What follows belongs to an exercise in optimizing a design on an open flow for small area; a production flow would make more cautious choices.
In this exercise RTL edits were held to simulation tests only and were not proved equivalent to the original.
The clock cells of runs 6 and 8 come from the design's own scripts or RTL, not from TritonCTS.
No driver is modelled on the clock port, so clock power and skew are understated where the tree is cut down; a real chip needs a root buffer or a tree.
Power is estimated from default activity; no workload was simulated.

===== flow/design.v =====
`timescale 1ns / 1ps
module lab4_2(
			input[2:0] studentID,
			input[2:0] credit,
			input [1:0] mode,
			input  incTime,
			input CLK,
			input rst,
			output reg [4:0]  stime,
			output reg  [2:0] idOutput,
			output reg endOfListWar,
			output [3:0] studentCount,
			output reg  [6:0] totalCredits
	);
	reg [7:1] rg, rp;
	reg [5:0] R [1:7];
	reg [4:0] S [1:7];
	function [7:0] radd;
		input [7:0] a, b;
		input ci;
		input integer n;
		integer i;
		reg c;
		begin
			radd = 8'd0;
			c = ci;
			for (i = 0; i < 8; i = i + 1)
				if (i < n) begin
					radd[i] = a[i] ^ b[i] ^ c;
					c = (a[i] & b[i]) | (c & (a[i] ^ b[i]));
				end else if (i == n)
					radd[i] = c;
		end
	endfunction
	function [2:0] pop7;
		input [6:0] x;
		reg s1, c1, s2, c2, c3;
		begin
			s1 = x[0] ^ x[1] ^ x[2]; c1 = (x[0] & x[1]) | (x[2] & (x[0] ^ x[1]));
			s2 = x[3] ^ x[4] ^ x[5]; c2 = (x[3] & x[4]) | (x[5] & (x[3] ^ x[4]));
			pop7[0] = s1 ^ s2 ^ x[6]; c3 = (s1 & s2) | (x[6] & (s1 ^ s2));
			pop7[1] = c1 ^ c2 ^ c3;
			pop7[2] = (c1 & c2) | (c3 & (c1 ^ c2));
		end
	endfunction
	wire live = ~rst & ~incTime;
	wire m0 = live & (mode == 2'd0);
	wire m1 = live & (mode == 2'd1);
	wire m2 = live & (mode == 2'd2);
	wire m3 = live & (mode == 2'd3);
	wire sub = mode[0];      
	wire [5:0] opnd = {{3{sub}}, credit ^ {3{sub}}};
	reg [7:1] sel, spend, elig, big, low, updR, holdR, updS, holdS;
	reg [5:0] sum [1:7];
	reg [7:0] t;
	integer k;
	always @* begin
		for (k = 1; k <= 7; k = k + 1) begin
			t = radd({2'b0, R[k]}, {2'b0, opnd}, sub, 6);
			sum[k]   = t[5:0];
			sel[k]   = (studentID == k);
			spend[k] = sel[k] & t[6] & (|sum[k]);    
			big[k]   = (S[k] > 4);
			elig[k]  = rg[k] & ~big[k];
			low[k]   = rg[k] & ~rp[k] & ~t[6];
			updR[k]  = (m1 & spend[k]) | (m2 & elig[k]);
			holdR[k] = ~rst & ~updR[k];
			updS[k]  = m1 & spend[k];
			holdS[k] = live & ~updS[k] & ~(m2 & big[k]);
		end
	end
	reg [4:0] Ssel;
	always @* begin
		Ssel = 5'd0;
		for (k = 1; k <= 7; k = k + 1)
			Ssel = Ssel | (S[k] & {5{sel[k]}});
	end
	wire [7:0] Sn = radd({3'b0, Ssel}, {5'b0, credit}, 1'b0, 5);
	wire [4:0] Snew = Sn[4:0];
	reg [7:1] win;
	reg [2:0] wid;
	always @* begin
		win = 7'd0;
		wid = 3'd0;
		for (k = 7; k >= 1; k = k - 1)
			if (low[k]) begin
				win = 7'd0;
				win[k] = 1'b1;
				wid = k;
			end
	end
	wire [2:0] N = pop7(updR);
	wire [5:0] P = ({3'b0, credit & {3{N[0]}}}) + ({2'b0, credit & {3{N[1]}}, 1'b0}) + ({1'b0, credit & {3{N[2]}}, 2'b0});
	wire [7:0] tn = radd({1'b0, totalCredits}, {1'b0, sub, P[5:3] | {3{sub}}, P[2:0] ^ {3{sub}}}, sub, 7);
	assign studentCount = {1'b0, pop7(rg)};
	always @(posedge CLK) begin
		for (k = 1; k <= 7; k = k + 1) begin
			R[k] <= ({6{updR[k]}} & sum[k]) | ({6{holdR[k]}} & R[k]);
			S[k] <= ({5{updS[k]}} & Snew) | ({5{holdS[k]}} & S[k]);
		end
		totalCredits <= {7{~rst}} & tn[6:0];
		if (rst) begin
			stime <= 0;
			idOutput <= 0;
			endOfListWar <= 0;
			rg <= 0;
			rp <= 0;
		end else if (incTime) begin
			stime <= (stime == 5'd23) ? 5'd0 : stime + 5'd1;
		end else begin
			if (mode == 2'd3) begin
				idOutput <= wid;
				if (~|low) endOfListWar <= 1'b1;
				rp <= rp | win;
			end else begin
				idOutput <= 0;
				endOfListWar <= 0;
				rp <= 0;
			end
			if (mode == 2'd0)
				rg <= rg | sel;
		end
	end
endmodule

===== flow/flow/run.sh =====
#!/bin/bash
# Own layout flow:
#  1. the standard synthesis, unchanged;
#  2. the combinational logic re-mapped for area with a few ABC scripts (registers, full-adder
#     and tie cells kept as they are); the smallest result that yosys proves equivalent to the
#     standard netlist is kept, else the standard netlist;
#  3. the rest of the standard layout, with the ports buffered by the smallest buffer and a
#     clock tree without dummy loads.
# Each tool's output goes to a log file of its own in this folder.
set -uo pipefail
WORK=$(pwd)
RES=$WORK/orfs/results/$FLOW_PLATFORM/lab4_2/base
YOSYS=yosys
if [[ -x $FLOW_HOME/../tools/install/yosys/bin/yosys ]]; then
  YOSYS=$FLOW_HOME/../tools/install/yosys/bin/yosys
fi

bash standard.sh synth > $WORK/flow_1_synth.log 2>&1 || exit 1

cp $RES/1_2_yosys.v $WORK/std.v
LIB=$FLOW_HOME/platforms/$FLOW_PLATFORM/lib/sky130_fd_sc_hd__tt_025C_1v80.lib
DU=$(sed -n '/DONT_USE_CELLS +=/,/^$/p' $FLOW_HOME/platforms/$FLOW_PLATFORM/config.mk \
  | grep -o 'sky130_fd_sc_hd__[A-Za-z0-9_]*' | sed 's/^/-dont_use /' | tr '\n' ' ')
mkdir -p $WORK/remap
for s in flow/abc_*.abc; do
  n=$(basename $s .abc)
  sed -e "s#@LIB@#$LIB#g" -e "s#@IN@#$WORK/std.v#g" -e "s#@OUT@#$WORK/remap/$n.v#g" \
      -e "s#@ABC@#$WORK/$s#g" -e "s#@DU@#$DU#g" flow/remap.ys > $WORK/remap/$n.ys
  ( $YOSYS -s $WORK/remap/$n.ys > $WORK/remap/$n.log 2>&1 ) &
done
wait
# smallest first
ls $WORK/remap/*.log | while read l; do
  a=$(grep "Chip area for top module" $l | tail -1 | awk '{print $NF}')
  [[ -n "$a" && -s ${l%.log}.v ]] && echo "$a ${l%.log}"
done | sort -g > $WORK/remap/areas.txt
cat $WORK/remap/areas.txt
chosen=""
while read a base; do
  sed -e "s#@LIB@#$LIB#g" -e "s#@GOLD@#$WORK/std.v#g" -e "s#@GATE@#$base.v#g" flow/equiv.ys > $base.eq.ys
  if timeout 900 $YOSYS -s $base.eq.ys > $base.eq.log 2>&1; then chosen=$base; break; fi
done < $WORK/remap/areas.txt
if [[ -n "$chosen" ]]; then
  echo "remap: using $chosen"
  cp $chosen.v $RES/1_2_yosys.v
  rm -f $RES/1_synth.odb $RES/1_synth.sdc
else
  echo "remap: none proven, keeping the standard netlist"
fi

bash standard.sh \
  "BUFFER_PORTS_ARGS=-buffer_cell sky130_fd_sc_hd__buf_1" \
  "CTS_ARGS=-sink_clustering_enable -repair_clock_nets -dont_use_dummy_load -buf_list sky130_fd_sc_hd__clkbuf_8" \
  finish > $WORK/flow_3_layout.log 2>&1

===== flow/flow/abc_amap.abc =====
strash
dch -f
amap
topo

===== flow/flow/abc_ds3_nf.abc =====
strash
&get -n
&deepsyn -T 20 -S 3
&dch -f
&nf -p -C 32 -R 1000
&put
topo

===== flow/flow/abc_ds_amap.abc =====
strash
&get -n
&deepsyn -T 20
&put
dch -f
amap
topo

===== flow/flow/abc_ds_nf.abc =====
strash
&get -n
&deepsyn -T 20
&dch -f
&nf -p -C 32 -R 1000
&put
topo

===== flow/flow/abc_nf.abc =====
strash
&get -n
&dch -f
&nf -p -C 32 -R 1000
&put
topo

===== flow/flow/equiv.ys =====
read_liberty -ignore_miss_func @LIB@
read_verilog @GOLD@
rename lab4_2 gold
read_verilog @GATE@
rename lab4_2 gate
flatten -noscopeinfo gold gate
opt_clean
equiv_make gold gate equiv
hierarchy -top equiv
equiv_simple -seq 2
equiv_induct
equiv_status -assert

===== flow/flow/remap.ys =====
read_liberty -ignore_miss_func @LIB@
read_verilog @IN@
hierarchy -top lab4_2
setattr -mod -set keep_hierarchy 1 sky130_fd_sc_hd__*df* sky130_fd_sc_hd__conb_* sky130_fd_sc_hd__fa_*
flatten -noscopeinfo
opt_clean
abc -script @ABC@ -liberty @LIB@ @DU@
opt_clean -purge
hilomap -singleton -hicell sky130_fd_sc_hd__conb_1 HI -locell sky130_fd_sc_hd__conb_1 LO
insbuf -buf sky130_fd_sc_hd__buf_4 A X
splitnets
opt_clean -purge
stat -liberty @LIB@
blackbox sky130_fd_sc_hd__*
write_verilog -noattr -nohex -nodec @OUT@

===== flow/standard.sh =====
#!/bin/bash
# synth_recipe.tcl (not shown) runs the flow's synth.tcl, then flattens the netlist and writes it again
# the make line also repeats each setting of config.mk as NAME=value (left out here)
make -C /OpenROAD-flow-scripts/flow DESIGN_CONFIG=/design/flow/config.mk WORK_HOME=/design/flow/orfs CLKGATE_MAP_FILE= SYNTH_SCRIPT=/design/flow/synth_recipe.tcl "${@:-finish}"

===== flow/config.mk =====
export PLATFORM = sky130hd
export DESIGN_NAME = lab4_2
export DESIGN_NICKNAME = lab4_2
export VERILOG_FILES = /design/flow/design.v
export SDC_FILE = /design/flow/constraint.sdc
export NUM_CORES = 4
export LEC_CHECK = 0
export ABC_AREA = 1
export CAP_MARGIN = 0
export CORE_MARGIN = 2
export CORE_UTILIZATION = 50
export SLEW_MARGIN = 0

===== flow/constraint.sdc =====
create_clock -name core_clock -period 12.0 [get_ports {CLK}]
set_input_delay 2.4000 -clock core_clock [delete_from_list [all_inputs] [get_ports {CLK}]]
set_output_delay 2.4000 -clock core_clock [all_outputs]
set_load 0.01 [all_outputs]

==> results of run 1 <==
## area by class of cell
| class | count | area (um^2) | share of cell area [%] |
|---|---|---|---|
| clock buffers | 9 | 124 | 2.07 |
| repair buffers | 40 | 193 | 3.23 |
| multi-input cells | 390 | 3080 | 51.6 |
| flip-flops and latches | 107 | 2140 | 35.9 |
| inverters | 69 | 259 | 4.34 |
| well taps | 140 | 175 | 2.93 |
## worst reg2reg max path, delay by kind of cell (launching register included)
family	cells	cell delay [ns]
xor+xnor	1	0.16
simple gates	7	1.39
flops	1	0.34
compound gates	3	0.37
fa+ha+maj	13	5.05
buf+inv	10	1.13
## power by group
group          total (W)  leakage [nW]  internal (W)  switching (W)
registers       0.000370         0.864      0.000364     0.00000635
logic          0.0000894          1.20     0.0000335      0.0000559
clock network   0.000178        0.0647     0.0000676       0.000110
total           0.000637          2.13      0.000465       0.000172
## through the flow
step           hold WS [ns]  setup WS (ns)
6_report              0.464          0.697
5_1_grt               0.490         0.0990
4_1_cts               0.468          0.677
3_5_place_dp          0.440          0.314
3_3_place_gp          0.435          0.408
2_1_floorplan         0.426           1.38
## state kept, by name, indices dropped and copies added (netlist names)
| signal | cells |
|---|---|
| R | 42 |
| S | 35 |
| endOfListWar | 1 |
| idOutput | 3 |
| rg | 7 |
| rp | 7 |
| stime | 5 |
| totalCredits | 7 |
## layer usage
metal	vias up	GRT usage, %	part of all wire [%]
met5	-	0	0
met4	0	9.13	2.9
met3	19	5.69	4.5
met2	109	38.0	46
met1	2057	32.0	46
li1	2079	-	-
## path summary, 6_finish.rpt
check / start / depth (start not counted) / endpoint
min reg2reg: R[1][1] / 2 / R[1][1]
max: credit[1] / 35 / totalCredits[6]
max reg2reg: R[2][0] / 34 / totalCredits[6]
min: R[1][1] / 2 / R[1][1]
==> flow_metrics.tcl, run 1 <==
set metrics [dict create \
    cp-end-kind "register" \
    wire_per_inst_um 17.4 \
    initial_utilization_pct 51.4 \
    clkLatencyLatePin_ns 0.40 \
    stdcell_area_um2 5970 \
    cts_sinks 107 \
    start_kind "input pin" \
    gp_congestion 0.913 \
    place_hpwl_um 9930 \
    ys_warn_count 4 \
    crit_fanout 7 \
    worstSetupPathType "input pin to register" \
    skew_ns 0.0352 \
    path_common_cell "fa_1" \
    n_fill_cell 998 \
    dpl.cell_count 746 \
    cts_tree "done" \
    io_buffers 29 \
    setup_viol 0 \
    critPathBufInv 11 \
    status "no timing/DRC/antenna violations" \
    drive_above_1_share_pct 3.41 \
    cap_viol_max_count 0 \
    grt_max_degree 29 \
    cts_resized 0 \
    ir_drop_uv 78.6 \
    leakagePower_nw 2.13 \
    cts_buffers 9 \
    grtUsageTotal_pct 24.0 \
    critPathSlowestCell "xnor2_1" \
    post-route-util_pct 55.1 \
    layout_common_cells "dfxtp_1, clkinv_1, nand2_1" \
    viasPerCell 5.65 \
    final_common_cell "dfxtp_1" \
    dpl_cell_area_um2 5850 \
    max_freq_mhz 88.5 \
    cts.hold.buffers_added 0 \
    grt_pass1_wl_um 21300 \
    worst_pin_slew_ns 1.15 \
    postCtsSetupBuffers 0 \
    worst_ep_arrival_time_ns 11.54 \
    syn_area_per_cell_um2 9.64 \
    hold_path.class "register to register" \
    fin_nets 680 \
    routed_wl_um 13100 \
    maxSlewViolCount 0 \
    grt_pass1_vias 4130 \
    grt_overflow 0 \
    layout_min_cycle_time_ns 11.30 \
    cp.required_ns 12.24 \
    clkSlewWorstSetupHoldPaths_ns 0.08 \
    post-route-period-util_pct 94.2 \
    core_area_um2 10800 \
    ant_nets 0 \
    area_growth_pct 7.21 \
    cp_top_family "adder cells" \
    cts_max_level 3 \
    p_per_area_nw_per_um2 107 \
    rows 38 \
    die_w_um 110 \
    relSlewSlack_pct 22.9 \
    syn_area_um2 5570 \
    synth_nets 641 \
    layout.cells.non_filler 755 \
    drt_iter0_drc 296 \
    antenna_cells 0 \
    critPathMaxStageDelay_ns 0.92 \
    die_y_um 110 \
    postSynthCellCount 578 \
    antenna_found_initial 0 \
    grt_setup_unrepaired "no" \
    vias 4264 \
    post-layout-total-power_w 0.000637 \
    io_pins 31 \
    clockRootBuffer "clkbuf_8" \
    dieArea_um2 12000 \
    drc 0 \
    setup_tns_ns 0 \
    hold_violations 0 \
    cts_buffer_depth 2 \
    reg2reg_slack_ns 3.44 \
    drtPass1Iterations 5 \
]
==> run 2: changes to the inputs <==
--- a/flow/config.mk
+++ b/flow/config.mk
@@ -9,4 +9,5 @@
 export CAP_MARGIN = 0
 export CORE_MARGIN = 2
 export CORE_UTILIZATION = 50
+export GPL_TIMING_DRIVEN = 0
 export SLEW_MARGIN = 0
==> flow_metrics.tcl, run 2 <==
set metrics [dict create \
    drive_above_1_share_pct 5.19 \
    crit_fanout 25 \
    cap_viol_max_count 0 \
    critPathBufInv 10 \
    cts_sinks 107 \
    grt_pass1_vias 4334 \
    grt_pass1_wl_um 22100 \
    worst_pin_slew_ns 1.13 \
    regMostFlops "R" \
    cp.required_ns 12.25 \
    syn_area_per_cell_um2 9.64 \
    fin_nets 681 \
    io_pins 31 \
    leakagePower_nw 2.15 \
    holdPathStages 1 \
    cts_max_level 3 \
    wire_per_inst_um 17.9 \
    drc 0 \
    die_y_um 110 \
    ant_nets 0 \
    routed_wl_um 13500 \
    critPathSlowestCell "nor4_1" \
    grt_setup_unrepaired "no" \
    hold_violations 0 \
    n_fill_cell 993 \
    viasPerCell 5.77 \
    r2r-start "R[5][0]" \
    critPathMaxStageDelay_ns 0.66 \
    layout.cells.non_filler 756 \
    cts_buffer_depth 2 \
    io_buffers 29 \
    clkLatencyLatePin_ns 0.40 \
    layout_common_cells "dfxtp_1, clkinv_1, nand2_1" \
    setup_viol 0 \
    worstHoldStart "endOfListWar" \
    antenna_found_initial 0 \
    grt_max_degree 29 \
    stdcell_area_um2 6030 \
    die_w_um 110 \
    layout_min_cycle_time_ns 11.40 \
    drt_iter0_drc 366 \
    p_per_area_nw_per_um2 107 \
    cp_top_family "adder cells" \
    syn_area_um2 5570 \
    max_freq_mhz 87.8 \
    post-route-period-util_pct 95.0 \
    dpl.cell_count 747 \
    worst_slack_ns 0.605 \
    maxSlewViolCount 0 \
    final_common_cell "dfxtp_1" \
    dieArea_um2 12000 \
    whs_ns 0.461 \
    rr_endpoint "totalCredits[6]" \
    core_area_um2 10800 \
    postCtsSetupBuffers 0 \
    ir_drop_uv 85.1 \
    relSlewSlack_pct 24.2 \
    grtUsageTotal_pct 24.7 \
    hold_path_end "endOfListWar" \
    place_hpwl_um 10100 \
    worstSetupPathType "input pin to register" \
    path_common_cell "fa_1" \
    antenna_cells 0 \
    reg2reg_slack_ns 3.07 \
    cts_buffers 9 \
    cts.hold.buffers_added 0 \
    drtPass1Iterations 5 \
    synth_nets 641 \
    cts_tree "done" \
    area_growth_pct 8.22 \
    clockRootBuffer "clkbuf_8" \
    top_regs "R (42), S (35)" \
    place_ws_ns -1.29 \
    gp_congestion 0.911 \
    skew_ns 0.0327 \
    reg2regPathDepth 33 \
    vias 4365 \
    worst_ep_arrival_time_ns 11.65 \
    postSynthCellCount 578 \
    largest_reg_flops 42 \
    clkSlewWorstSetupHoldPaths_ns 0.11 \
    status "no timing/DRC/antenna violations" \
    ys_warn_count 4 \
    rows 38 \
    grt_overflow 0 \
    dpl_cell_area_um2 5860 \
    start_kind "input pin" \
    cp-end-kind "register" \
    initial_utilization_pct 51.4 \
    hold_path.class "register to register" \
]
[run 2: cell types whose count changed in the layout (fill, tap and decap cells not counted), moves of 2 or more]
cell,before,now
buf_4,11,13
nor4_1,13,8
buf_1,28,26
nor4_2,0,5
[run 2: power by group]
part / internal (W) / switching (W)
sequential: 0.000364 / 0.00000615
combinational: 0.0000369 / 0.0000582
clock: 0.0000676 / 0.000112
total: 0.000468 / 0.000177
[run 2: layout make-up]
cell class,count,area [um^2],share of cell area [%]
clock buffers,9,124,2.05
multi-input cells,390,3120,51.8
plain buffers,12,90.1,1.49
repair buffers,29,115,1.91
flip-flops and latches,107,2140,35.5
inverters,69,262,4.34
well taps,140,175,2.91
[run 2: worst reg2reg max path, delay by kind of cell, from the launching register on]
| kind | cells | cell delay [ns] |
|---|---|---|
| adder cells (fa/ha/maj) | 13 | 5.08 |
| AO/OA/AOI/OAI | 3 | 0.37 |
| buffers and inverters | 9 | 1.12 |
| AND/OR/NAND/NOR | 7 | 1.75 |
| flip-flops | 1 | 0.34 |
| XOR/XNOR | 1 | 0.17 |
[run 2: timing repair]
item                                    in CTS  in global routing
endpoints found under the setup margin       3                  3
resized for setup                            6                  6
gates cloned                                 0                  0
[run 2: per-layer routing]
| layer | routed length, um | part of all wire, % | vias up | track usage [%] |
|---|---|---|---|---|
| li1 | - | - | 2086 | - |
| met1 | 6050 | 45 | 2133 | 32.0 |
| met2 | 6420 | 47 | 110 | 39.4 |
| met3 | 632 | 4.7 | 36 | 6.34 |
| met4 | 437 | 3.2 | 0 | 10.5 |
| met5 | 0 | 0 | - | 0 |
[run 2: worst max-delay path by stage]
stage / start / to / slack [ns] / cells past startpoint
final: mode[0] / totalCredits[6] / 0.60 / 34
after global routing: mode[0] / totalCredits[6] / 0.16 / 36
after CTS: credit[0] / totalCredits[6] / 0.05 / 35
after detailed placement: mode[0] / totalCredits[6] / -1.29 / 36
after global placement: mode[0] / totalCredits[6] / -2.43 / 36
after floorplan: mode[0] / totalCredits[6] / 1.38 / 33
[run 2: per-stage QoR]
stage | power, W | TNS [ns] | utilization (%)
after global placement | 0.000469 | -9.89 | 54.0
after detailed placement | 0.000473 | -3.50 | 54.0
after CTS | 0.000654 | 0 | 55.4
after floorplan | 0.000440 | 0 | -
after global routing | 0.000679 | 0 | 55.6
final | 0.000645 | 0 | 55.6
==> run 3: changes to the inputs <==
==> flow/flow/remap.ys (replaced) <==
read_liberty -ignore_miss_func @LIB@
read_verilog @IN@
hierarchy -top lab4_2
setattr -mod -set keep_hierarchy 1 sky130_fd_sc_hd__*df* sky130_fd_sc_hd__conb_* sky130_fd_sc_hd__fa_*
flatten -noscopeinfo
rename -hide w:*.*
opt_clean -purge
abc -script @ABC@ -liberty @LIB@ @DU@
opt_clean -purge
hilomap -singleton -hicell sky130_fd_sc_hd__conb_1 HI -locell sky130_fd_sc_hd__conb_1 LO
opt_clean -purge
insbuf -buf sky130_fd_sc_hd__buf_1 A X
splitnets
opt_clean -purge
stat -liberty @LIB@
blackbox sky130_fd_sc_hd__*
write_verilog -noattr -nohex -nodec @OUT@
==> flow_metrics.tcl, run 3 <==
set metrics [dict create \
    status "no timing/DRC/antenna violations" \
    layout_common_cells "dfxtp_1, clkinv_1, nand2_1" \
    ant_nets 0 \
    p_per_area_nw_per_um2 107 \
    clkLatencyLatePin_ns 0.39 \
    max_freq_mhz 88.1 \
    critPathBufInv 11 \
    intPower_w 0.000465 \
    gp_congestion 0.885 \
    place_hpwl_um 9790 \
    p_clk_share_pct 28.2 \
    multi_input_area_um2 3140 \
    rows 38 \
    power_frac_seq_pct 57.7 \
    drt_iter0_drc 392 \
    stdcell_area_um2 5980 \
    drc 0 \
    final_common_cell "dfxtp_1" \
    drtPass1Iterations 5 \
    dpl.cell_count 737 \
    skew_ns 0.0298 \
    cap_viol_max_count 0 \
    die_w_um 109 \
    postSynthCellCount 567 \
    syn_area_um2 5490 \
    crit_start "mode[0]" \
    grt_pass1_wl_um 21500 \
    ys_warn_count 4 \
    hold_violations 0 \
    cts_tree "done" \
    regMostFlops "R" \
    grtUsageTotal_pct 24.3 \
    critPathMaxStageDelay_ns 0.71 \
    area_growth_pct 9.01 \
    worst_pin_slew_ns 1.11 \
    antenna_cells 0 \
    wire_per_inst_um 17.5 \
    maxSlewViolCount 0 \
    critPathSlowestCell "nor4_1" \
    grt_max_degree 26 \
    die_y_um 109 \
    clkSlewWorstSetupHoldPaths_ns 0.11 \
    core_area_um2 10800 \
    vias 4244 \
    top_regs "R (42), S (35)" \
    cp.required_ns 12.27 \
    clockRootBuffer "clkbuf_8" \
    postCtsSetupBuffers 0 \
    setup_viol 0 \
    largest_reg_flops 42 \
    post-route-period-util_pct 94.5 \
    worstSetupPathType "input pin to register" \
    syn_area_per_cell_um2 9.67 \
    crit_fanout 25 \
    dpl_cell_area_um2 5790 \
    cts_buffers 9 \
    layout.cells.non_filler 746 \
    cts_sinks 107 \
    io_buffers 29 \
    cts_max_level 3 \
    cp-end-kind "register" \
    grt_overflow 0 \
    regArea_um2 2140 \
    viasPerCell 5.69 \
    routed_wl_um 13000 \
    hold_path.class "register to register" \
    fin_nets 671 \
    layout_min_cycle_time_ns 11.35 \
    start_kind "input pin" \
    io_pins 31 \
    combPwrFrac_pct 14.0 \
    relSlewSlack_pct 25.7 \
    cts.hold.buffers_added 0 \
    synth_nets 630 \
    path_common_cell "fa_1" \
    n_fill_cell 1001 \
    whs_ns 0.461 \
    grt_setup_unrepaired "no" \
    cp_top_family "adder cells" \
    power.switching_w 0.000176 \
    leakagePower_nw 2.09 \
    cts_buffer_depth 2 \
    grt_pass1_vias 4150 \
    ir_drop_uv 92.6 \
    swShare_pct 27.5 \
    initial_utilization_pct 50.8 \
    r2r-start "R[6][0]" \
    worstHoldStart "R[1][1]" \
    drive_above_1_share_pct 3.30 \
    worst_ep_arrival_time_ns 11.62 \
    dieArea_um2 11800 \
    antenna_found_initial 0 \
]
==> run 3: path summary, 6_finish.rpt <==
kind	cells after the start	slack (ns)	end
worst min-delay path	2	0.46	R[1][1]
worst max-delay path	36	0.65	totalCredits[6]
worst min register to register	2	0.46	R[1][1]
worst max register to register	33	3.19	totalCredits[6]
==> run 3: per-stage QoR <==
stage	setup WS [ns]	setup TNS [ns]	power (W)	util, %
3_5_place_dp	-1.48	-4.50	0.000466	53.6
6_report	0.655	0	0.000641	55.4
5_1_grt	0.0596	0	0.000676	55.4
4_1_cts	0.0744	0	0.000649	55.0
2_1_floorplan	1.38	0	0.000435	-
3_3_place_gp	-2.74	-11.81	0.000464	53.5
==> run 3: worst min-delay path, cell delays in order, from the launching register on <==
cell	delay [ns]
dfxtp_1	0.33
nand2_1	0.04
o21ai_0	0.05
==> run 3: repair_timing <==
| item | 4_1_cts | 5_1_grt |
|---|---|---|
| pin swaps | 0 | 0 |
| endpoints found under the setup margin | 4 | 2 |
| gates cloned | 0 | 0 |
| gates resized for setup | 6 | 8 |
==> run 3: power groups by stage <==
stage	logic [W]	clock network, W	registers, W
finish	0.0000901	0.000181	0.000370
global route	0.000102	0.000202	0.000372
CTS	0.0000896	0.000189	0.000370
detailed placement	0.0000878	0	0.000379
global placement	0.0000861	0	0.000378
floorplan	0.0000533	0	0.000382
==> run 3: routing by layer <==
metal | global-route usage (%) | share of wire (%) | vias to the layer above
li1 | - | - | 2070
met1 | 35.1 | 49 | 2026
met2 | 35.8 | 44 | 137
met3 | 6.99 | 6.0 | 11
met4 | 6.41 | 1.1 | 0
met5 | 0 | 0 | -
==> run 3: layout make-up <==
cell class | instances | area share (%)
plain buffers | 1 | 0.0628
clock buffers | 9 | 2.07
inverters | 69 | 4.42
multi-input cells | 390 | 52.5
flip-flops and latches | 107 | 35.8
well taps | 140 | 2.93
repair buffers | 30 | 2.16
==> run 4: changes to the inputs <==
--- a/flow/config.mk
+++ b/flow/config.mk
@@ -8,6 +8,6 @@
 export ABC_AREA = 1
 export CAP_MARGIN = 0
 export CORE_MARGIN = 2
-export CORE_UTILIZATION = 50
+export CORE_UTILIZATION = 70
 export GPL_TIMING_DRIVEN = 0
 export SLEW_MARGIN = 0
==> flow_metrics.tcl, run 4 <==
set metrics [dict create \
    status "no timing/DRC/antenna violations" \
    gp_congestion 1.00 \
    whs_ns 0.464 \
    cts_tree "done" \
    start_kind "input pin" \
    dr.max_layer_used "met4" \
    ant_nets 0 \
    critPathMaxStageDelay_ns 0.68 \
    drc 0 \
    viasPerCell 6.29 \
    dieArea_um2 8560 \
    cp_top_family "adder cells" \
    syn_area_per_cell_um2 9.67 \
    hold_violations 0 \
    largest_reg_flops 42 \
    vias 4447 \
    antenna_cells 0 \
    crit_fanout 23 \
    worst_slack_ns 0.477 \
    setup_tns_ns 0 \
    cap_viol_max_count 0 \
    postCtsSetupBuffers 0 \
    post-layout-total-power_w 0.000638 \
    initial_utilization_pct 71.7 \
    antenna_found_initial 0 \
    layout_common_cells "dfxtp_1, clkinv_1, nand2_1" \
    setup_viol 0 \
    final_common_cell "dfxtp_1" \
    worstSetupPathType "input pin to register" \
    grtUsageTotal_pct 33.1 \
    cp.required_ns 12.26 \
    wl_met3_um 1170 \
    clkLatencyLatePin_ns 0.38 \
    top_regs "R (42), S (35)" \
    grt_setup_unrepaired "no" \
    place_ws_ns -1.10 \
    post-route-period-util_pct 96.0 \
    path_common_cell "fa_1" \
    dpl.cell_count 698 \
    area_growth_pct 7.53 \
    regArea_um2 2140 \
    layout.cells.non_filler 707 \
    drt_iter0_drc 288 \
    multi_input_area_um2 3130 \
    p_per_area_nw_per_um2 108 \
    leakagePower_nw 2.09 \
    syn_area_um2 5490 \
    worst_pin_slew_ns 1.08 \
    cts_buffers 9 \
    core_area_um2 7650 \
    critPathBufInv 10 \
    relSlewSlack_pct 27.4 \
    place_hpwl_um 9620 \
    grt_pass1_vias 4558 \
    drive_above_1_share_pct 3.31 \
    cts_buffer_depth 2 \
    die_y_um 92.5 \
    io_buffers 29 \
    ir_drop_uv 89.8 \
    wire_per_inst_um 18.1 \
    layout_min_cycle_time_ns 11.52 \
    fin_nets 670 \
    regMostFlops "R" \
    hold_path.class "register to register" \
    cts_sinks 107 \
    wl_met2_um 6080 \
    maxSlewViolCount 0 \
    routed_wl_um 12800 \
    postSynthCellCount 567 \
    drtPass1Iterations 5 \
    worst_ep_arrival_time_ns 11.78 \
    grt_pass1_wl_um 21900 \
    skew_ns 0.0354 \
    cts_max_level 3 \
    clkSlewWorstSetupHoldPaths_ns 0.11 \
    max_freq_mhz 86.8 \
    cp-end-kind "register" \
    grt_overflow 0 \
    cts.hold.buffers_added 0 \
    die_w_um 92.5 \
    n_fill_cell 569 \
    grt_max_degree 29 \
    io_pins 31 \
    synth_nets 630 \
    ys_warn_count 4 \
    critPathSlowestCell "xnor2_2" \
    rows 32 \
    wl_met1_um 5140 \
    clockRootBuffer "clkbuf_8" \
]
run 4: layout make-up:
class                           count  share of cell area, %
Tap cell                          102                   2.16
Clock buffer                        9                   2.10
Buffer                              1                 0.0636
Inverter                           68                   4.41
Multi-Input combinational cell    391                   53.0
Sequential cell                   107                   36.3
Timing Repair Buffer               29                   1.95
run 4: final timing paths:
check | to | start | depth (start not counted) | slack [ns]
setup / recovery | totalCredits[6] | mode[0] | 34 | 0.48
hold reg to reg | idOutput[2] | idOutput[2] | 2 | 0.46
hold / removal | idOutput[2] | idOutput[2] | 2 | 0.46
setup reg to reg | totalCredits[6] | R[2][0] | 33 | 3.12
run 4: through the flow:
step	utilization [%]	area (um^2)
floorplan	-	5490
global placement	74.8	5720
detailed placement	74.8	5720
CTS	76.8	5870
global route	77.1	5900
finish	77.1	5900
run 4: routing by layer:
| metal | up-vias | global-route usage (%) |
|---|---|---|
| met5 | - | 0 |
| met4 | 0 | 13.7 |
| met3 | 37 | 7.49 |
| met2 | 210 | 53.3 |
| met1 | 2133 | 43.4 |
| li1 | 2067 | - |
run 4: report_power, final:
group | switching, W | internal (W)
Combinational | 0.0000570 | 0.0000334
Sequential | 0.00000686 | 0.000364
Clock | 0.000110 | 0.0000677
run 4: what timing repair did:
item,CTS,global route
endpoints found under the setup margin,3,2
cloned,0,0
resized for setup,6,6
run 4: worst register-to-register path, delay by kind of cell (launching register included):
kind | cells | cell delay (ns)
simple gates | 7 | 1.76
fa+ha+maj | 13 | 5.06
compound gates | 3 | 0.43
xor+xnor | 1 | 0.18
buf+inv | 9 | 0.98
flops | 1 | 0.33
==> run 5: changes to the inputs <==
--- a/flow/flow/run.sh
+++ b/flow/flow/run.sh
@@ -1,8 +1,8 @@
 #!/bin/bash
 # Own layout flow:
 #  1. the standard synthesis, unchanged;
-#  2. the combinational logic re-mapped for area with a few ABC scripts (registers, full-adder
-#     and tie cells kept as they are); the smallest result that yosys proves equivalent to the
+#  2. the combinational logic re-mapped for area with a few ABC scripts (registers and tie
+#     cells kept as they are; full adders kept, or extracted again); the smallest result that yosys proves equivalent to the
 #     standard netlist is kept, else the standard netlist;
 #  3. the rest of the standard layout, with the ports buffered by the smallest buffer and a
 #     clock tree without dummy loads.
@@ -22,13 +22,16 @@
 DU=$(sed -n '/DONT_USE_CELLS +=/,/^$/p' $FLOW_HOME/platforms/$FLOW_PLATFORM/config.mk \
   | grep -o 'sky130_fd_sc_hd__[A-Za-z0-9_]*' | sed 's/^/-dont_use /' | tr '\n' ' ')
 mkdir -p $WORK/remap
-for s in flow/abc_*.abc; do
-  n=$(basename $s .abc)
-  sed -e "s#@LIB@#$LIB#g" -e "s#@IN@#$WORK/std.v#g" -e "s#@OUT@#$WORK/remap/$n.v#g" \
-      -e "s#@ABC@#$WORK/$s#g" -e "s#@DU@#$DU#g" flow/remap.ys > $WORK/remap/$n.ys
-  ( $YOSYS -s $WORK/remap/$n.ys > $WORK/remap/$n.log 2>&1 ) &
+ADDERS=$FLOW_HOME/platforms/$FLOW_PLATFORM/cells_adders_hd.v
+for r in remap remapx; do
+  for s in flow/abc_*.abc; do
+    n=${r}_$(basename $s .abc)
+    sed -e "s#@LIB@#$LIB#g" -e "s#@IN@#$WORK/std.v#g" -e "s#@OUT@#$WORK/remap/$n.v#g" \
+        -e "s#@ABC@#$WORK/$s#g" -e "s#@DU@#$DU#g" -e "s#@ADDERS@#$ADDERS#g" flow/$r.ys > $WORK/remap/$n.ys
+    ( $YOSYS -s $WORK/remap/$n.ys > $WORK/remap/$n.log 2>&1 ) &
+  done
+  wait
 done
-wait
 # smallest first
 ls $WORK/remap/*.log | while read l; do
   a=$(grep "Chip area for top module" $l | tail -1 | awk '{print $NF}')
==> flow/flow/remapx.ys (new file) <==
read_liberty -ignore_miss_func @LIB@
read_verilog @IN@
hierarchy -top lab4_2
setattr -mod -set keep_hierarchy 1 sky130_fd_sc_hd__*df* sky130_fd_sc_hd__conb_*
flatten -noscopeinfo
rename -hide w:*.*
opt_clean -purge
techmap
opt -fast
extract_fa -fa
techmap -map @ADDERS@
techmap
opt -fast -purge
abc -script @ABC@ -liberty @LIB@ @DU@
opt_clean -purge
hilomap -singleton -hicell sky130_fd_sc_hd__conb_1 HI -locell sky130_fd_sc_hd__conb_1 LO
opt_clean -purge
insbuf -buf sky130_fd_sc_hd__buf_1 A X
splitnets
opt_clean -purge
stat -liberty @LIB@
blackbox sky130_fd_sc_hd__*
write_verilog -noattr -nohex -nodec @OUT@
==> flow_metrics.tcl, run 5 <==
set metrics [dict create \
    antenna_cells 0 \
    combPwrFrac_pct 14.9 \
    die_y_um 91.5 \
    p_per_area_nw_per_um2 110 \
    viasPerCell 6.60 \
    rows 31 \
    grt_max_degree 29 \
    die_w_um 91.5 \
    ys_warn_count 4 \
    drt_iter0_drc 478 \
    gp_congestion 0.969 \
    clkLatencyLatePin_ns 0.37 \
    syn_area_um2 5360 \
    relSlewSlack_pct 8.24 \
    cts_buffer_depth 2 \
    setup_tns_ns 0 \
    post-route-period-util_pct 95.8 \
    n_fill_cell 487 \
    final_common_cell "dfxtp_1" \
    grtUsageTotal_pct 31.4 \
    worst_pin_slew_ns 1.37 \
    hold_path.class "register to register" \
    cts_sinks 107 \
    worstSetupPathType "input pin to register" \
    dieArea_um2 8370 \
    clkSlewWorstSetupHoldPaths_ns 0.09 \
    power_frac_seq_pct 58.2 \
    post-layout-total-power_w 0.000637 \
    grt_pass1_vias 4182 \
    drc 0 \
    routed_wl_um 12400 \
    status "no timing/DRC/antenna violations" \
    core_area_um2 7330 \
    cts_buffers 9 \
    grt_pass1_wl_um 20500 \
    clockRootBuffer "clkbuf_8" \
    ir_drop_uv 121 \
    swShare_pct 26.7 \
    vias 4390 \
    largest_reg_flops 42 \
    area_growth_pct 7.52 \
    worst_ep_arrival_time_ns 11.78 \
    io_buffers 29 \
    hold_violations 0 \
    cp-end-kind "register" \
    synth_nets 589 \
    leakagePower_nw 2.16 \
    grt_setup_unrepaired "no" \
    initial_utilization_pct 73.1 \
    cap_viol_max_count 0 \
    cts_max_level 3 \
    skew_ns 0.0242 \
    start_kind "input pin" \
    wire_per_inst_um 18.7 \
    place_hpwl_um 9440 \
    top_regs "R (42), S (35)" \
    crit_fanout 22 \
    p_clk_share_pct 26.9 \
    fin_nets 631 \
    layout_min_cycle_time_ns 11.50 \
    drtPass1Iterations 6 \
    ant_nets 0 \
    intPower_w 0.000466 \
    maxSlewViolCount 0 \
    max_freq_mhz 87.0 \
    layout_common_cells "dfxtp_1, a22o_1, fa_1" \
    regMostFlops "R" \
    power.switching_w 0.000170 \
    antenna_found_initial 0 \
    io_pins 31 \
    setup_viol 0 \
    grt_overflow 0 \
    postSynthCellCount 526 \
    syn_area_per_cell_um2 10.2 \
    cp.required_ns 12.28 \
    cts_tree "done" \
    drive_above_1_share_pct 2.47 \
    cts.hold.buffers_added 0 \
]
-- run 5: routing by layer --
layer / routed length (um) / track usage [%] / up-vias
li1: - / - / 1987
met1: 5170 / 43.2 / 2145
met2: 5920 / 49.2 / 218
met3: 992 / 5.81 / 40
met4: 352 / 12.5 / 0
met5: 0 / 0.641 / -
-- run 5: path summary, 6_finish.rpt --
check,from,endpoint,slack [ns],depth (start not counted)
max,credit[0],totalCredits[5],0.50,26
min,rp[2],rp[2],0.47,2
max reg2reg,R[3][0],totalCredits[5],3.24,25
min reg2reg,rp[2],rp[2],0.47,2
-- run 5: timing repair --
| item | 4_1_cts | 5_1_grt |
|---|---|---|
| gates resized for setup | 0 | 1 |
| setup buffers | 0 | 0 |
| setup endpoints to repair | 0 | 2 |
| endpoints found under the hold margin | 0 | 0 |
-- run 5: power by group through the flow --
stage / clock, W / sequential, W / combinational [W]
global route: 0.000186 / 0.000372 / 0.000108
detailed placement: 0 / 0.000379 / 0.0000937
global placement: 0 / 0.000378 / 0.0000872
floorplan: 0 / 0.000382 / 0.0000571
finish: 0.000171 / 0.000371 / 0.0000952
CTS: 0.000174 / 0.000371 / 0.0000942
-- run 5: critical path, cell delays in order --
cell and delay (ns):
buf_1 0.47, nor2_2 0.57, a21oi_1 0.12, fa_1 0.48, fa_1 0.45, fa_1 0.43, fa_1 0.43, fa_1 0.55
nor3_1 0.07, a21oi_1 0.43, clkinv_1 0.20, o21ai_0 0.50, fa_1 0.60, fa_1 0.47, fa_1 0.63, nand2_1 0.17
fa_1 0.51, or3_1 0.43, and2_0 0.17, xnor2_1 0.14, fa_1 0.42, fa_1 0.37, clkinv_1 0.07, fa_1 0.17
fa_1 0.41, nor2_1 0.12
-- run 5: per-stage QoR --
| stage | instance area [um^2] | util [%] | std cells | setup slack (ns) | hold WS [ns] |
|---|---|---|---|---|---|
| after floorplan | 5360 | - | 526 | 1.75 | 0.418 |
| after CTS | 5740 | 78.3 | 664 | 0.372 | 0.467 |
| after global placement | 5590 | 76.3 | 654 | -1.41 | 0.428 |
| after global routing | 5760 | 78.6 | 665 | 0.00546 | 0.482 |
| final | 5760 | 78.6 | 665 | 0.503 | 0.472 |
| after detailed placement | 5610 | 76.6 | 655 | 0.00202 | 0.446 |
-- run 5: final cells by class --
type,count,area (um^2),area share (%)
Clock buffer,9,124,2.15
Multi-Input combinational cell,380,3080,53.5
Inverter,38,143,2.48
Timing Repair Buffer,31,145,2.52
Sequential cell,107,2140,37.2
Buffer,1,3.75,0.0651
Tap cell,99,124,2.15
==> run 6: changes to the inputs <==
--- a/flow/flow/run.sh
+++ b/flow/flow/run.sh
@@ -5,7 +5,7 @@
 #     cells kept as they are; full adders kept, or extracted again); the smallest result that yosys proves equivalent to the
 #     standard netlist is kept, else the standard netlist;
 #  3. the rest of the standard layout, with the ports buffered by the smallest buffer and a
-#     clock tree without dummy loads.
+#     clock tree of four leaf buffers fed by the clock port (else CTS's tree without dummy loads).
 # Each tool's output goes to a log file of its own in this folder.
 set -uo pipefail
 WORK=$(pwd)
@@ -32,6 +32,20 @@
   done
   wait
 done
+# a second pass of the re-extraction on the best of the first
+best=$(for l in $WORK/remap/*.log; do
+  a=$(grep "Chip area for top module" $l | tail -1 | awk '{print $NF}')
+  [[ -n "$a" && -s ${l%.log}.v ]] && echo "$a ${l%.log}"
+done | sort -g | head -1 | awk '{print $2}')
+if [[ -n "$best" ]]; then
+  for s in flow/abc_ds*.abc; do
+    n=pass2_$(basename $s .abc)
+    sed -e "s#@LIB@#$LIB#g" -e "s#@IN@#$best.v#g" -e "s#@OUT@#$WORK/remap/$n.v#g" \
+        -e "s#@ABC@#$WORK/$s#g" -e "s#@DU@#$DU#g" -e "s#@ADDERS@#$ADDERS#g" flow/remapx.ys > $WORK/remap/$n.ys
+    ( $YOSYS -s $WORK/remap/$n.ys > $WORK/remap/$n.log 2>&1 ) &
+  done
+  wait
+fi
 # smallest first
 ls $WORK/remap/*.log | while read l; do
   a=$(grep "Chip area for top module" $l | tail -1 | awk '{print $NF}')
@@ -51,7 +65,17 @@
   echo "remap: none proven, keeping the standard netlist"
 fi
 
-bash standard.sh \
-  "BUFFER_PORTS_ARGS=-buffer_cell sky130_fd_sc_hd__buf_1" \
-  "CTS_ARGS=-sink_clustering_enable -repair_clock_nets -dont_use_dummy_load -buf_list sky130_fd_sc_hd__clkbuf_8" \
-  finish > $WORK/flow_3_layout.log 2>&1
+ARGS=("BUFFER_PORTS_ARGS=-buffer_cell sky130_fd_sc_hd__buf_1"
+  "CTS_ARGS=-sink_clustering_enable -repair_clock_nets -dont_use_dummy_load -buf_list sky130_fd_sc_hd__clkbuf_8")
+bash standard.sh "${ARGS[@]}" place > $WORK/flow_3_place.log 2>&1 || exit 1
+# clock tree: four leaf buffers straight from the clock port (flow/my_cts.tcl, run after CTS);
+# if its clock-pin slew estimate is over 115 ps, CTS's own tree instead
+bash standard.sh "${ARGS[@]}" "POST_CTS_TCL=$WORK/flow/my_cts.tcl" cts > $WORK/flow_4_cts.log 2>&1 || exit 1
+w=$(grep "my_cts: worst clock pin slew" $WORK/orfs/logs/$FLOW_PLATFORM/lab4_2/base/4_1_cts.log | awk '{print $NF}')
+echo "my_cts slew: $w"
+if [[ -z "$w" ]] || awk "BEGIN{exit !($w > 0.115)}"; then
+  echo "my_cts: falling back to the standard clock tree"
+  rm -f $RES/4_1_cts.odb $RES/4_cts.odb $RES/4_cts.sdc
+  bash standard.sh "${ARGS[@]}" cts > $WORK/flow_4_cts_std.log 2>&1 || exit 1
+fi
+bash standard.sh "${ARGS[@]}" finish > $WORK/flow_5_finish.log 2>&1
==> flow/flow/my_cts.tcl (new file) <==
# Replace the clock tree built by CTS with K leaf buffers driven straight from the clock port,
# each driving the flip-flops of one cluster (k-means on their placement).
set K [expr {[info exists ::env(MY_CTS_K)] ? $::env(MY_CTS_K) : 4}]
set bufname [expr {[info exists ::env(MY_CTS_BUF)] ? $::env(MY_CTS_BUF) : "sky130_fd_sc_hd__clkbuf_16"}]
set block [ord::get_db_block]
set db [ord::get_db]
set master [$db findMaster $bufname]
set clkport_net [$block findNet CLK]
# sinks: every clock pin reached through the CTS buffers
set sinks {}
set oldbufs {}
foreach inst [$block getInsts] {
  set m [[$inst getMaster] getName]
  if {[string match "sky130_fd_sc_hd__df*" $m] || [string match "sky130_fd_sc_hd__edf*" $m]} {
    lappend sinks [$inst findITerm CLK]
  }
  if {[string match "clkbuf_*" [$inst getName]] || [string match "clkload*" [$inst getName]]} {
    lappend oldbufs $inst
  }
}
puts "my_cts: [llength $sinks] sinks, removing [llength $oldbufs] CTS cells"
set oldnets {}
foreach b $oldbufs {
  foreach it [$b getITerms] {
    set n [$it getNet]
    if {$n != "NULL" && [$n getName] != "CLK"} { lappend oldnets $n }
  }
}
foreach it $sinks { $it disconnect }
foreach b $oldbufs { odb::dbInst_destroy $b }
foreach n [lsort -unique $oldnets] { catch { odb::dbNet_destroy $n } }
# k-means
set pts {}
foreach it $sinks {
  set inst [$it getInst]
  set bb [$inst getBBox]
  lappend pts [list [expr {([$bb xMin]+[$bb xMax])/2}] [expr {([$bb yMin]+[$bb yMax])/2}]]
}
set n [llength $pts]
# initial centers: spread over sorted x then y
set sorted [lsort -integer -index 0 $pts]
set cent {}
for {set i 0} {$i < $K} {incr i} { lappend cent [lindex $sorted [expr {int(($i+0.5)*$n/$K)}]] }
for {set iter 0} {$iter < 50} {incr iter} {
  set assign {}
  foreach p $pts {
    set best 0; set bd 1e18
    for {set i 0} {$i < $K} {incr i} {
      set c [lindex $cent $i]
      set d [expr {abs([lindex $p 0]-[lindex $c 0]) + abs([lindex $p 1]-[lindex $c 1])}]
      if {$d < $bd} { set bd $d; set best $i }
    }
    lappend assign $best
  }
  # balance: nothing fancy
  set newc {}
  for {set i 0} {$i < $K} {incr i} {
    set sx 0; set sy 0; set cnt 0
    foreach p $pts a $assign { if {$a == $i} { incr sx [lindex $p 0]; incr sy [lindex $p 1]; incr cnt } }
    if {$cnt > 0} { lappend newc [list [expr {$sx/$cnt}] [expr {$sy/$cnt}]] } else { lappend newc [lindex $cent $i] }
  }
  set cent $newc
}
for {set i 0} {$i < $K} {incr i} {
  set b [odb::dbInst_create $block $master "myclkbuf_$i"]
  set c [lindex $cent $i]
  $b setLocation [lindex $c 0] [lindex $c 1]
  $b setPlacementStatus PLACED
  set net [odb::dbNet_create $block "myclknet_$i"]
  $net setSigType CLOCK
  [$b findITerm A] connect $clkport_net
  [$b findITerm X] connect $net
  set cnt 0
  foreach it $sinks a $assign { if {$a == $i} { $it connect $net; incr cnt } }
  puts "my_cts: buffer $i at $c drives $cnt sinks"
}
detailed_placement
estimate_parasitics -placement
set w 0
foreach pin [get_pins -hierarchical */CLK] { set s [get_property $pin slew_max]; if {$s > $w} {set w $s} }
puts "my_cts: worst clock pin slew $w"
==> flow_metrics.tcl, run 6 <==
set metrics [dict create \
    status "no timing/DRC/antenna violations" \
    cp-end-kind "register" \
    maxSlewViolCount 0 \
    max_freq_mhz 88.0 \
    vias 4362 \
    final_common_cell "dfxtp_1" \
    antenna_found_initial 0 \
    ant_nets 0 \
    grt_pass1_vias 4439 \
    hold_violations 0 \
    cp.required_ns 12.02 \
    antenna_cells 0 \
    post-route-period-util_pct 94.6 \
    largest_reg_flops 42 \
    core_area_um2 7330 \
    multi_input_area_um2 3090 \
    grt_setup_unrepaired "no" \
    ir_drop_uv 83.8 \
    dieArea_um2 8360 \
    layout_min_cycle_time_ns 11.36 \
    rows 31 \
    grtUsageTotal_pct 32.9 \
    routed_wl_um 13000 \
    setup_tns_ns 0 \
    worst_slack_ns 0.642 \
    viasPerCell 6.66 \
    leakagePower_nw 2.18 \
    syn_area_per_cell_um2 10.3 \
    reg2reg_slack_ns 3.37 \
    ys_warn_count 4 \
    wire_per_inst_um 19.9 \
    start_kind "input pin" \
    grt_max_degree 33 \
    crit_fanout 17 \
    intPower_w 0.000461 \
    place_ws_ns 0.194 \
    top_regs "R (42), S (35)" \
    drive_above_1_share_pct 1.98 \
    p_clk_share_pct 24.5 \
    skew_ns 0.0242 \
    fin_nets 621 \
    synth_nets 584 \
    clkLatencyLatePin_ns 0.17 \
    io_pins 31 \
    postSynthCellCount 521 \
    die_w_um 91.5 \
    drtPass1Iterations 8 \
    power.switching_w 0.000156 \
    hold_path.class "register to register" \
    grt_pass1_wl_um 21800 \
    swShare_pct 25.3 \
    layout_common_cells "dfxtp_1, a22o_1, fa_1" \
    worst_pin_slew_ns 1.34 \
    initial_utilization_pct 73.0 \
    drc 0 \
    post-route-util_pct 78.3 \
    gp_congestion 0.969 \
    regMostFlops "R" \
    p_per_area_nw_per_um2 107 \
    worst_ep_arrival_time_ns 11.38 \
    whs_ns 0.455 \
    worstSetupPathType "input pin to register" \
    n_fill_cell 521 \
    place_hpwl_um 9650 \
    area_growth_pct 7.17 \
    io_buffers 29 \
    regArea_um2 2140 \
    grt_overflow 0 \
    die_y_um 91.5 \
    clkSlewWorstSetupHoldPaths_ns 0.09 \
    layout.cells.non_filler 655 \
    drt_iter0_drc 323 \
    power_frac_seq_pct 60.2 \
    combPwrFrac_pct 15.3 \
    dpl.cell_count 651 \
    relSlewSlack_pct 9.44 \
    cts_sinks 107 \
    syn_area_um2 5350 \
    cap_viol_max_count 0 \
    setup_viol 0 \
]
==> run 6: power groups by stage <==
stage / combinational, W / sequential, W / clock [W]
2_1_floorplan: 0.0000567 / 0.000382 / 0
3_3_place_gp: 0.0000874 / 0.000378 / 0
3_5_place_dp: 0.0000927 / 0.000379 / 0
5_1_grt: 0.000109 / 0.000373 / 0.000162
6_report: 0.0000945 / 0.000371 / 0.000151
==> run 6: cell type report <==
| cell class | count | share of cell area [%] |
|---|---|---|
| plain buffers | 5 | 1.81 |
| inverters | 35 | 2.29 |
| multi-input cells | 378 | 53.9 |
| flip-flops and latches | 107 | 37.3 |
| well taps | 99 | 2.16 |
| repair buffers | 31 | 2.53 |
==> run 6: stage by stage <==
stage	total power [W]	instance area, um^2
2_1_floorplan	0.000439	5350
3_3_place_gp	0.000466	5590
3_5_place_dp	0.000472	5620
5_1_grt	0.000644	5740
6_report	0.000616	5740
==> run 6: worst paths after layout <==
check | depth (start not counted) | end | startpoint
worst min-delay path | 2 | rp[2] | rp[2]
worst max-delay path | 28 | totalCredits[6] | mode[0]
worst max register to register | 28 | totalCredits[6] | R[5][0]
worst min register to register | 2 | rp[2] | rp[2]
==> run 6: critical path, stage by stage <==
cell      delay (ns)
buf_2           0.48
xor2_2          0.38
fa_1            0.53
fa_1            0.39
fa_1            0.39
fa_1            0.39
fa_1            0.46
nor3_1          0.14
nand2_1         0.16
nand4_1         0.21
o21ai_0         0.50
fa_1            0.68
fa_1            0.42
fa_1            0.57
nand2_1         0.19
fa_1            0.52
or3_1           0.43
and2_0          0.17
xnor2_1         0.14
fa_1            0.42
fa_1            0.38
clkinv_1        0.07
fa_1            0.16
clkinv_1        0.07
fa_1            0.37
xor2_1          0.16
o21bai_1        0.13
a21oi_1         0.06
==> run 6: layer usage <==
layer / track usage, % / share of wire (%) / routed length [um]
met5: 0 / 0 / 0
met4: 11.4 / 3.8 / 499
met2: 54.1 / 47 / 6160
met1: 43.8 / 41 / 5380
met3: 6.22 / 7.7 / 1000
==> run 7: changes to the inputs <==
--- a/flow/flow/run.sh
+++ b/flow/flow/run.sh
@@ -67,7 +67,8 @@
 
 ARGS=("BUFFER_PORTS_ARGS=-buffer_cell sky130_fd_sc_hd__buf_1"
   "CTS_ARGS=-sink_clustering_enable -repair_clock_nets -dont_use_dummy_load -buf_list sky130_fd_sc_hd__clkbuf_8")
-bash standard.sh "${ARGS[@]}" place > $WORK/flow_3_place.log 2>&1 || exit 1
+# input port buffers sized for their fanout before repair_design (flow/my_resize.tcl)
+bash standard.sh "${ARGS[@]}" "PRE_RESIZE_TCL=$WORK/flow/my_resize.tcl" place > $WORK/flow_3_place.log 2>&1 || exit 1
 # clock tree: four leaf buffers straight from the clock port (flow/my_cts.tcl, run after CTS);
 # if its clock-pin slew estimate is over 115 ps, CTS's own tree instead
 bash standard.sh "${ARGS[@]}" "POST_CTS_TCL=$WORK/flow/my_cts.tcl" cts > $WORK/flow_4_cts.log 2>&1 || exit 1
==> flow/flow/abc_dsi4.abc (new file) <==
strash
&get -n
&deepsyn -T 40 -I 4
&dch -f
&nf -p -C 32 -R 1000
&put
topo
==> flow/flow/my_resize.tcl (new file) <==
# Size the port input buffers for their fanout before repair_design, so that it need not add
# buffers after a minimum-size one.
set block [ord::get_db_block]
foreach inst [$block getInsts] {
  if {![string match "input*" [$inst getName]]} { continue }
  set net [[$inst findITerm X] getNet]
  if {$net == "NULL"} { continue }
  set n [expr {[llength [$net getITerms]] - 1}]
  set cell ""
  if {$n > 24} { set cell sky130_fd_sc_hd__buf_4 } elseif {$n > 12} { set cell sky130_fd_sc_hd__buf_2 }
  if {$cell != ""} {
    puts "my_resize: [$inst getName] drives $n pins, now $cell"
    replace_cell [get_cells [$inst getName]] [get_lib_cells */$cell]
  }
}
==> flow_metrics.tcl, run 7 <==
set metrics [dict create \
    leakagePower_nw 2.18 \
    dpl_cell_area_um2 5600 \
    p_clk_share_pct 27.8 \
    postSynthCellCount 521 \
    post-layout-total-power_w 0.000642 \
    combPwrFrac_pct 14.5 \
    grt_overflow 0 \
    viasPerCell 6.64 \
    hold_path.class "register to register" \
    start_kind "input pin" \
    stdcell_area_um2 5720 \
    setup_viol 0 \
    power.switching_w 0.000176 \
    final_common_cell "dfxtp_1" \
    io_buffers 29 \
    reg2regPathDepth 28 \
    fin_nets 625 \
    max_freq_mhz 88.6 \
    whs_ns 0.451 \
    antenna_found_initial 0 \
    status "no timing/DRC/antenna violations" \
    ir_drop_uv 81.8 \
    post-route-util_pct 78.1 \
    cts_tree "done" \
    dieArea_um2 8360 \
    reg2reg_slack_ns 3.33 \
    core_area_um2 7330 \
    rows 31 \
    grt_max_degree 32 \
    worst_ep_arrival_time_ns 11.50 \
    drive_above_1_share_pct 2.32 \
    ys_warn_count 4 \
    regMostFlops "R" \
    place_hpwl_um 9470 \
    power_frac_seq_pct 57.8 \
    skew_ns 0.0386 \
    largest_reg_flops 42 \
    wire_per_inst_um 19.6 \
    hold_violations 0 \
    io_pins 31 \
    maxSlewViolCount 0 \
    relSlewSlack_pct 5.48 \
    clkLatencyLatePin_ns 0.38 \
    top_regs "R (42), S (35)" \
    grt_pass1_wl_um 21600 \
    post-route-period-util_pct 94.1 \
    drt_iter0_drc 311 \
    area_growth_pct 6.92 \
    worst_pin_slew_ns 1.40 \
    swShare_pct 27.4 \
    vias 4374 \
    crit_fanout 31 \
    holdPathStages 2 \
    r2r-start "R[5][0]" \
    layout_min_cycle_time_ns 11.29 \
    die_w_um 91.5 \
    drc 0 \
    routed_wl_um 12900 \
    worstHoldStart "rp[2]" \
    cap_viol_max_count 0 \
    grt_pass1_vias 4361 \
    worstSetupPathType "input pin to register" \
    cp-end-kind "register" \
    worst_slack_ns 0.710 \
    die_y_um 91.5 \
    rr_endpoint "totalCredits[6]" \
    cp.required_ns 12.21 \
    gp_congestion 0.969 \
    grtUsageTotal_pct 33.0 \
    cts_sinks 107 \
    ant_nets 0 \
    place_ws_ns 0.395 \
    grt_setup_unrepaired "no" \
    syn_area_um2 5350 \
    p_per_area_nw_per_um2 112 \
    antenna_cells 0 \
    hold_path_end "rp[2]" \
    layout_common_cells "dfxtp_1, a22o_1, fa_1" \
    intPower_w 0.000466 \
    clkSlewWorstSetupHoldPaths_ns 0.07 \
    initial_utilization_pct 73.0 \
    synth_nets 584 \
    syn_area_per_cell_um2 10.3 \
    drtPass1Iterations 8 \
]
-- run 7: cell count changes in the layout (fill, tap and decap cells not counted), sizes merged --
cell	before	now
buf	30	31
clkbuf	6	9
-- run 7: metal layers --
metal | vias up | track usage, % | share of wire, %
li1 | 1984 | - | -
met1 | 2146 | 44.5 | 42
met2 | 197 | 53.1 | 47
met3 | 47 | 6.56 | 7.8
met4 | 0 | 11.9 | 3.1
met5 | - | 0 | 0
-- run 7: stage by stage --
stage               TNS, ns  cells
detailed placement        0    650
global route              0    659
floorplan                 0    521
global placement      -4.02    649
finish                    0    659
-- run 7: worst max-delay path, cell delays in order --
cell,delay [ns]
buf_4,0.45
xor2_1,0.49
fa_1,0.58
fa_1,0.39
fa_1,0.39
fa_1,0.39
fa_1,0.46
nor3_1,0.14
nand2_1,0.15
nand4_1,0.18
o21ai_0,0.51
fa_1,0.70
fa_1,0.42
fa_1,0.57
nand2_1,0.18
fa_1,0.52
or3_1,0.43
and2_0,0.18
xnor2_1,0.14
fa_1,0.42
fa_1,0.37
clkinv_1,0.06
fa_1,0.16
clkinv_1,0.07
fa_1,0.37
xor2_1,0.16
o21bai_1,0.13
a21oi_1,0.05
-- run 7: cell type report, clock buffers not listed --
class	instances	area (um^2)
inverters	35	131
well taps	99	124
flip-flops and latches	107	2140
repair buffers	30	123
multi-input cells	378	3080
fillers	518	1610
plain buffers	1	3.75
-- run 7: how the worst max path moves through the flow --
stage | end | startpoint | slack, ns
after floorplan | totalCredits[6] | mode[0] | 1.83
after global placement | totalCredits[6] | mode[0] | -1.37
after detailed placement | totalCredits[6] | mode[0] | 0.40
after global routing | totalCredits[6] | mode[0] | 0.16
final | totalCredits[6] | mode[0] | 0.71
-- run 7: power groups by stage --
stage | clock [W] | sequential (W) | combinational [W]
global route | 0.000188 | 0.000372 | 0.000107
floorplan | 0 | 0.000382 | 0.0000567
finish | 0.000178 | 0.000371 | 0.0000928
detailed placement | 0 | 0.000379 | 0.0000916
global placement | 0 | 0.000378 | 0.0000874
==> run 8: changes to the inputs <==
==> flow/flow/abc_ds11_nf.abc (new file) <==
strash
&get -n
&deepsyn -T 20 -S 11
&dch -f
&nf -p -C 32 -R 1000
&put
topo
--- a/flow/flow/my_cts.tcl
+++ b/flow/flow/my_cts.tcl
@@ -41,18 +41,29 @@
 set sorted [lsort -integer -index 0 $pts]
 set cent {}
 for {set i 0} {$i < $K} {incr i} { lappend cent [lindex $sorted [expr {int(($i+0.5)*$n/$K)}]] }
-for {set iter 0} {$iter < 50} {incr iter} {
-  set assign {}
+# balanced k-means: each cluster takes at most ceil(n/K) sinks, nearest pairs first
+set cap [expr {($n + $K - 1) / $K}]
+for {set iter 0} {$iter < 30} {incr iter} {
+  set pairs {}
+  set idx 0
   foreach p $pts {
-    set best 0; set bd 1e18
     for {set i 0} {$i < $K} {incr i} {
       set c [lindex $cent $i]
-      set d [expr {abs([lindex $p 0]-[lindex $c 0]) + abs([lindex $p 1]-[lindex $c 1])}]
-      if {$d < $bd} { set bd $d; set best $i }
+      set dx [expr {[lindex $p 0]-[lindex $c 0]}]
+      set dy [expr {[lindex $p 1]-[lindex $c 1]}]
+      lappend pairs [list [expr {double($dx)*$dx + double($dy)*$dy}] $idx $i]
     }
-    lappend assign $best
+    incr idx
   }
-  # balance: nothing fancy
+  set pairs [lsort -real -index 0 $pairs]
+  set assign [lrepeat $n -1]
+  set fill [lrepeat $K 0]
+  foreach pr $pairs {
+    lassign $pr d j i
+    if {[lindex $assign $j] >= 0 || [lindex $fill $i] >= $cap} { continue }
+    lset assign $j $i
+    lset fill $i [expr {[lindex $fill $i] + 1}]
+  }
   set newc {}
   for {set i 0} {$i < $K} {incr i} {
     set sx 0; set sy 0; set cnt 0
removed: flow/flow/abc_dsi4.abc
==> flow_metrics.tcl, run 8 <==
set metrics [dict create \
    status "no timing/DRC/antenna violations" \
    holdPathStages 2 \
    stdcell_area_um2 5710 \
    gp_congestion 0.969 \
    grtUsageTotal_pct 32.6 \
    io_buffers 29 \
    io_pins 31 \
    clkLatencyLatePin_ns 0.17 \
    area_growth_pct 6.61 \
    viasPerCell 6.74 \
    core_area_um2 7330 \
    ir_drop_uv 123 \
    drtPass1Iterations 7 \
    start_kind "input pin" \
    fin_nets 620 \
    setup_viol 0 \
    grt_setup_unrepaired "no" \
    relSlewSlack_pct 8.56 \
    final_common_cell "dfxtp_1" \
    drc 0 \
    skew_ns 0.0121 \
    ant_nets 0 \
    leakagePower_nw 2.16 \
    worstSetupPathType "input pin to register" \
    clkSlewWorstSetupHoldPaths_ns 0.11 \
    antenna_cells 0 \
    crit_fanout 31 \
    grt_overflow 0 \
    grt_max_degree 32 \
    die_w_um 91.5 \
    antenna_found_initial 0 \
    syn_area_per_cell_um2 10.3 \
    layout_min_cycle_time_ns 11.47 \
    path_common_cell "fa_1" \
    largest_reg_flops 42 \
    p_per_area_nw_per_um2 109 \
    reg2regPathDepth 28 \
    cp.required_ns 12.04 \
    critPathMaxStageDelay_ns 0.66 \
    dpl_cell_area_um2 5600 \
    ys_warn_count 4 \
    dieArea_um2 8360 \
    routed_wl_um 13100 \
    worstHoldStart "endOfListWar" \
    maxSlewViolCount 0 \
    layout_common_cells "dfxtp_1, a22o_1, fa_1" \
    hold_violations 0 \
    regMostFlops "R" \
    post-route-util_pct 77.9 \
    worst_pin_slew_ns 1.36 \
    cts_sinks 107 \
    drive_above_1_share_pct 1.62 \
    grt_pass1_wl_um 21600 \
    reg2reg_slack_ns 3.35 \
    postSynthCellCount 521 \
    hold_path.class "register to register" \
    synth_nets 584 \
    die_y_um 91.5 \
    cap_viol_max_count 0 \
    grt_pass1_vias 4295 \
    top_regs "R (42), S (35)" \
    vias 4409 \
    initial_utilization_pct 73.0 \
    wire_per_inst_um 20.0 \
    rows 31 \
    rr_endpoint "totalCredits[6]" \
    syn_area_um2 5350 \
    whs_ns 0.454 \
    hold_path_end "endOfListWar" \
    post-route-period-util_pct 95.6 \
    critPathSlowestCell "fa_1" \
    r2r-start "R[1][0]" \
    place_hpwl_um 9470 \
    max_freq_mhz 87.2 \
    worst_ep_arrival_time_ns 11.51 \
    drt_iter0_drc 278 \
    cp-end-kind "register" \
]
run 8: cell type report:
class                      count  area (um^2)
sequential                   107         2140
timing repair buffer          30          123
inverter                      35          131
multi-input combinational    378         3080
fill                         505         1620
tap                           99          124
buffer                         5          104
run 8: how the worst max path moves through the flow:
stage                 start         endpoint  depth (start not counted)
finish              mode[0]  totalCredits[6]                         29
global route        mode[0]  totalCredits[6]                         28
detailed placement  mode[0]  totalCredits[6]                         28
floorplan           mode[0]  totalCredits[6]                         27
global placement    mode[0]  totalCredits[6]                         28
run 8: where the power goes:
group | switching [W] | internal [W]
Clock | 0.0000953 | 0.0000619
Combinational | 0.0000592 | 0.0000343
Sequential | 0.00000678 | 0.000364
run 8: routing by layer:
metal	vias up	track usage, %	part of all wire (%)
met5	-	0	0
met4	0	10.4	2.5
met3	40	3.49	6.6
met2	226	53.7	48
met1	2174	45.6	43
li1	1969	-	-
run 8: critical path, delay by kind of cell:
kind	cells	cell delay (ns)
xor gates and xnor gates	2	0.30
and+or+nand+nor	7	1.90
adders and majority gates	13	5.65
AOI/OAI and AO/OA	4	0.80
buffers and inverters	3	0.42
run 8: per-stage QoR:
stage                     TNS (ns)  worst slack [ns]  std cells  total power (W)
final                            0             0.530        654         0.000621
after global routing             0             0.142        654         0.000646
after detailed placement         0             0.395        650         0.000471
after global placement       -4.02             -1.37        649         0.000466
after floorplan                  0              1.83        521         0.000439

port drivers added, routing unchanged:
In the flow no input, the clock included, has a driving cell. The finished layouts below were timed again as built, in two steps. Step 1 (the two cells are an assumption about what drives the block):
set clk [get_ports {CLK}]
set_driving_cell -lib_cell sky130_fd_sc_hd__clkbuf_16 $clk
set_driving_cell -lib_cell sky130_fd_sc_hd__buf_2 [delete_from_list [all_inputs] $clk]
Step 2 adds t to the input delays and takes it off the output delays; t is the mean of the earliest and latest rising clock arrival at the registers after step 1. Input paths then give back, and output paths get back, about the clock's delay inside the block. a / b / c = ideal / step 1 / step 2; a / b = the first two.
run | t, ns | slack for setup (ns) | latest minus earliest clock arrival (ns) | slew at the worst register clock pin (ns)
run 1 | 0.412 | 0.697 / 0.704 / 0.291 | 0.035 / 0.035 | 0.11 / 0.11
run 2 | 0.414 | 0.605 / 0.615 / 0.200 | 0.032 / 0.033 | 0.11 / 0.11
run 3 | 0.417 | 0.655 / 0.670 / 0.253 | 0.030 / 0.030 | 0.11 / 0.11
run 4 | 0.400 | 0.477 / 0.494 / 0.093 | 0.035 / 0.035 | 0.11 / 0.11
run 5 | 0.390 | 0.503 / 0.519 / 0.129 | 0.024 / 0.024 | 0.10 / 0.10
run 6 | 0.243 | 0.642 / 0.699 / 0.455 | 0.024 / 0.025 | 0.11 / 0.11
run 7 | 0.398 | 0.710 / 0.711 / 0.312 | 0.039 / 0.039 | 0.12 / 0.12
run 8 | 0.246 | 0.530 / 0.584 / 0.338 | 0.012 / 0.012 | 0.11 / 0.11
After both steps every run listed still meets setup and hold. For run 1, which loses most, drivers alone change the setup slack by +0.007 ns; drivers and shift together by -0.406 ns.
